Background: an optimization exercise with open tools, aiming at small area, a short achievable clock period and few clock cycles. Do not read the settings as production practice.
Only simulation tests tie the RTL to the original design; equivalence was not proved.
Power figures rest on the tool's default switching activity, not on a simulated workload.

job 2732:
==> flow/design.v <==
module RegFile(
    input  logic        clk,
    input  logic [4:0]  ra1_i, ra2_i,
    output logic [31:0] rd1_o, rd2_o,
    input  logic        we_i,
    input  logic [4:0]  wa_i,
    input  logic [31:0] wd_i
);
    logic [31:0] rf [1:31];
    genvar k;
    generate
        for (k = 1; k < 32; k++) begin : g_row
            always_ff @(posedge clk) begin
                if (we_i && wa_i == k) rf[k] <= wd_i;
            end
        end
    endgenerate
    always_comb begin
        rd1_o = 32'h0;
        rd2_o = 32'h0;
        for (int i = 1; i < 32; i++) begin
            rd1_o = rd1_o | ({32{ra1_i == i}} & rf[i]);
            rd2_o = rd2_o | ({32{ra2_i == i}} & rf[i]);
        end
    end
endmodule
module ALU(
    input  logic [31:0] a_i, b_i,
    input  logic [2:0]  f3_i,
    input  logic        sub_i,
    input  logic        sra_i,
    output logic [31:0] res_o
);
    logic [32:0] sum;
    logic        lt, ltu;
    logic [31:0] shin, shr, shl;
    logic        left;
    assign sum = {1'b0, a_i} + {1'b0, b_i ^ {32{sub_i}}} + {32'h0, sub_i};
    assign ltu = ~sum[32];
    assign lt  = (a_i[31] ^ b_i[31]) ? a_i[31] : sum[31];
    assign left = ~f3_i[2];
    always_comb begin
        for (int i = 0; i < 32; i++) shin[i] = left ? a_i[31 - i] : a_i[i];
    end
    logic [32:0] shr33;
    assign shr33 = $signed({sra_i & a_i[31] & ~left, shin}) >>> b_i[4:0];
    assign shr   = shr33[31:0];
    always_comb begin
        for (int i = 0; i < 32; i++) shl[i] = shr[31 - i];
    end
    always_comb begin
        case (f3_i)
            3'b000: res_o = sum[31:0];
            3'b001: res_o = shl;
            3'b010: res_o = {31'h0, lt};
            3'b011: res_o = {31'h0, ltu};
            3'b100: res_o = a_i ^ b_i;
            3'b101: res_o = shr;
            3'b110: res_o = a_i | b_i;
            default: res_o = a_i & b_i;
        endcase
    end
endmodule
module akarin_riscv(
   input  logic        clk, rst,
   output logic [31:2] ibus_addr,
   output logic [31:0] ibus_dataD,
   input  logic [31:0] ibus_dataQ,
   output logic        ibus_read, ibus_write,
   input  logic        ibus_ready,
   output logic [3:0]  ibus_byteSel,
   output logic        wb_valid,
   output logic [31:2] wb_pc,
   output logic [4:0]  wb_rd,
   output logic [31:0] wb_data
 );
   logic [31:2] fa;
   logic        outst;
   assign ibus_read    = ibus_ready | ~outst;
   assign ibus_addr    = fa;
   assign ibus_write   = 1'b0;
   assign ibus_dataD   = 32'h0;
   assign ibus_byteSel = 4'b1111;
   always_ff @(posedge clk) begin
      if (!rst) begin
         fa    <= 30'h0;
         outst <= 1'b0;
      end else begin
         outst <= 1'b1;
         if (ibus_read) fa <= fa + 30'h1;
      end
   end
   logic [31:0] q;
   logic        isOp, isImm, okOp, okImm, f7ok;
   assign q     = ibus_dataQ;
   assign isOp  = q[6:0] == 7'b0110011;
   assign isImm = q[6:0] == 7'b0010011;
   assign f7ok  = q[31:25] == 7'h00 || q[31:25] == 7'h20;
   assign okOp  = isOp  && (f7ok || (q[14:12] != 3'b000 && q[14:12] != 3'b101));
   assign okImm = isImm && (f7ok || q[14:12] != 3'b101);
   logic [31:0] rfa, rfb;
   logic        v2, w2, fwa2, fwb2, sub2, sra2;
   logic [4:0]  rd2;
   logic [2:0]  f3_2;
   logic [31:0] a2, b2, res;
   RegFile rfu (
      .clk,
      .ra1_i (q[19:15]),
      .ra2_i (q[24:20]),
      .rd1_o (rfa),
      .rd2_o (rfb),
      .we_i  (w2),
      .wa_i  (rd2),
      .wd_i  (res)
   );
   always_ff @(posedge clk) begin
      v2   <= rst & ibus_ready;
      w2   <= rst & ibus_ready & (okOp | okImm) & (q[11:7] != 5'h0);
      rd2  <= q[11:7];
      f3_2 <= q[14:12];
      sub2 <= (q[14:12] == 3'b000) ? (q[5] & q[30]) : (q[14:13] == 2'b01);
      sra2 <= q[30];
      fwa2 <= w2 && rd2 == q[19:15];
      fwb2 <= q[5] && w2 && rd2 == q[24:20];
      a2   <= rfa;
      b2   <= q[5] ? rfb : {{20{q[31]}}, q[31:20]};
   end
   logic [31:0] opa, opb;
   assign opa = fwa2 ? wb_data : a2;
   assign opb = fwb2 ? wb_data : b2;
   ALU exu (
      .a_i   (opa),
      .b_i   (opb),
      .f3_i  (f3_2),
      .sub_i (sub2),
      .sra_i (sra2),
      .res_o (res)
   );
   always_ff @(posedge clk) begin
      wb_valid <= rst & w2;
      wb_rd    <= rd2;
      wb_data  <= res;
   end
   assign wb_pc = fa - 30'd2 - {29'h0, v2};
 endmodule
clock: 9.0 ns
lec_check: 0
cap_margin: 20
core_margin: 2
core_utilization: 40
cts_buf_list: sky130_fd_sc_hd__clkbuf_8
place_density: 0.6
setup_slack_margin: 4.7
slew_margin: 20
run.sh (not shown) runs the stock make flow with config.mk's settings and CLKGATE_MAP_FILE= SYNTH_SCRIPT=/design/flow/synth_recipe.tcl, a recipe that flattens the netlist after the stock synthesis.
Job 2732 was carried through to the last stage, and its layout satisfied the timing, DRC and antenna checks.
Testbench counts of job 2732, summed over its fixed seeds: cycles 42,055.
Edits applied to the flow inputs when going from job 2732 to job 5469:
--- a/flow/design.v
+++ b/flow/design.v
@@ -99,9 +99,9 @@
    assign okOp  = isOp  && (f7ok || (q[14:12] != 3'b000 && q[14:12] != 3'b101));
    assign okImm = isImm && (f7ok || q[14:12] != 3'b101);
-   logic [31:0] rfa, rfb;
-   logic        v2, w2, fwa2, fwb2, sub2, sra2;
+   logic [31:0] rfa, rfb, res;
+   logic        v2, w2, sub2, sra2, fwa, fwb;
    logic [4:0]  rd2;
    logic [2:0]  f3_2;
-   logic [31:0] a2, b2, res;
+   logic [31:0] a2, b2;
    RegFile rfu (
       .clk,
@@ -114,4 +114,6 @@
       .wd_i  (res)
    );
+   assign fwa = w2 && rd2 == q[19:15];
+   assign fwb = q[5] && w2 && rd2 == q[24:20];
    always_ff @(posedge clk) begin
       v2   <= rst & ibus_ready;
@@ -121,15 +123,10 @@
       sub2 <= (q[14:12] == 3'b000) ? (q[5] & q[30]) : (q[14:13] == 2'b01);
       sra2 <= q[30];
-      fwa2 <= w2 && rd2 == q[19:15];
-      fwb2 <= q[5] && w2 && rd2 == q[24:20];
-      a2   <= rfa;
-      b2   <= q[5] ? rfb : {{20{q[31]}}, q[31:20]};
+      a2   <= fwa ? res : rfa;
+      b2   <= fwb ? res : q[5] ? rfb : {{20{q[31]}}, q[31:20]};
    end
-   logic [31:0] opa, opb;
-   assign opa = fwa2 ? wb_data : a2;
-   assign opb = fwb2 ? wb_data : b2;
    ALU exu (
-      .a_i   (opa),
-      .b_i   (opb),
+      .a_i   (a2),
+      .b_i   (b2),
       .f3_i  (f3_2),
       .sub_i (sub2),
@@ -141,5 +138,5 @@
       wb_rd    <= rd2;
       wb_data  <= res;
+      wb_pc    <= fa - 30'd2;
    end
-   assign wb_pc = fa - 30'd2 - {29'h0, v2};
  endmodule
## What came out
Largest fanout of any net on the critical path was higher in the run labelled job 5469. Of the two candidates, job 2732 has the better final cell area excluding filler cells and job 5469 the worse one. As of job 5469, post-cts resize count had fallen by more than half compared to job 2732. Compared job 5469 against job 2732; share of cell area taken by multi-input logic gates within noise. Global-route usage (higher): job 5469. Job 5469 against job 2732: die height went up about 1.8%; synthesized cell count went up; clock power share now smaller. On post-synthesis adder-cell area fraction, job 5469 tracks job 2732 almost exactly. Slowest stage cell on the critical path: sky130_fd_sc_hd__or4_4 -> job 2732, sky130_fd_sc_hd__buf_4 -> job 5469. Looking only at worst slack on hold paths, and setting everything else aside, the lower value of job 5469 and job 2732 goes to job 5469. [compare] base=job 2732 new=job 5469: sum of met2 wire segment lengths after detailed routing shows an increase of 6.0%, sequential cell count has increased, leakage power total picked up an extra about 6%.
Testbench counts of job 5469, summed over its fixed seeds: cycles 42,055.

## afterwards: timing with drivers on the ports
Ports are ideal in the flow. The routed layouts listed here were re-timed in OpenROAD. Step 1 assumes that a clkbuf_16 drives the clock port and a buf_2 every other input. Step 2 adds t to the input delays and takes it off the output delays; t is the mean of the earliest and latest rising clock arrival at the registers after step 1. Input paths then give back, and output paths get back, about the clock's delay inside the block. Slacks: no drivers / after step 1 / after step 2; pairs: no drivers / after step 1.
run | shift t [ns] | setup WS [ns] | worst setup path at the end | worst register clock-pin slew, ns
job 2732 | 0.963 | 3.991 / 3.921 / 3.599 | input to register | 0.07 / 0.07
job 5469 | 1.030 | 4.382 / 4.424 / 3.395 | input to register | 0.07 / 0.07
After both steps every run listed still meets setup and hold. For job 5469, which loses most, drivers alone change the setup slack by +0.042 ns; drivers and shift together by -0.987 ns.
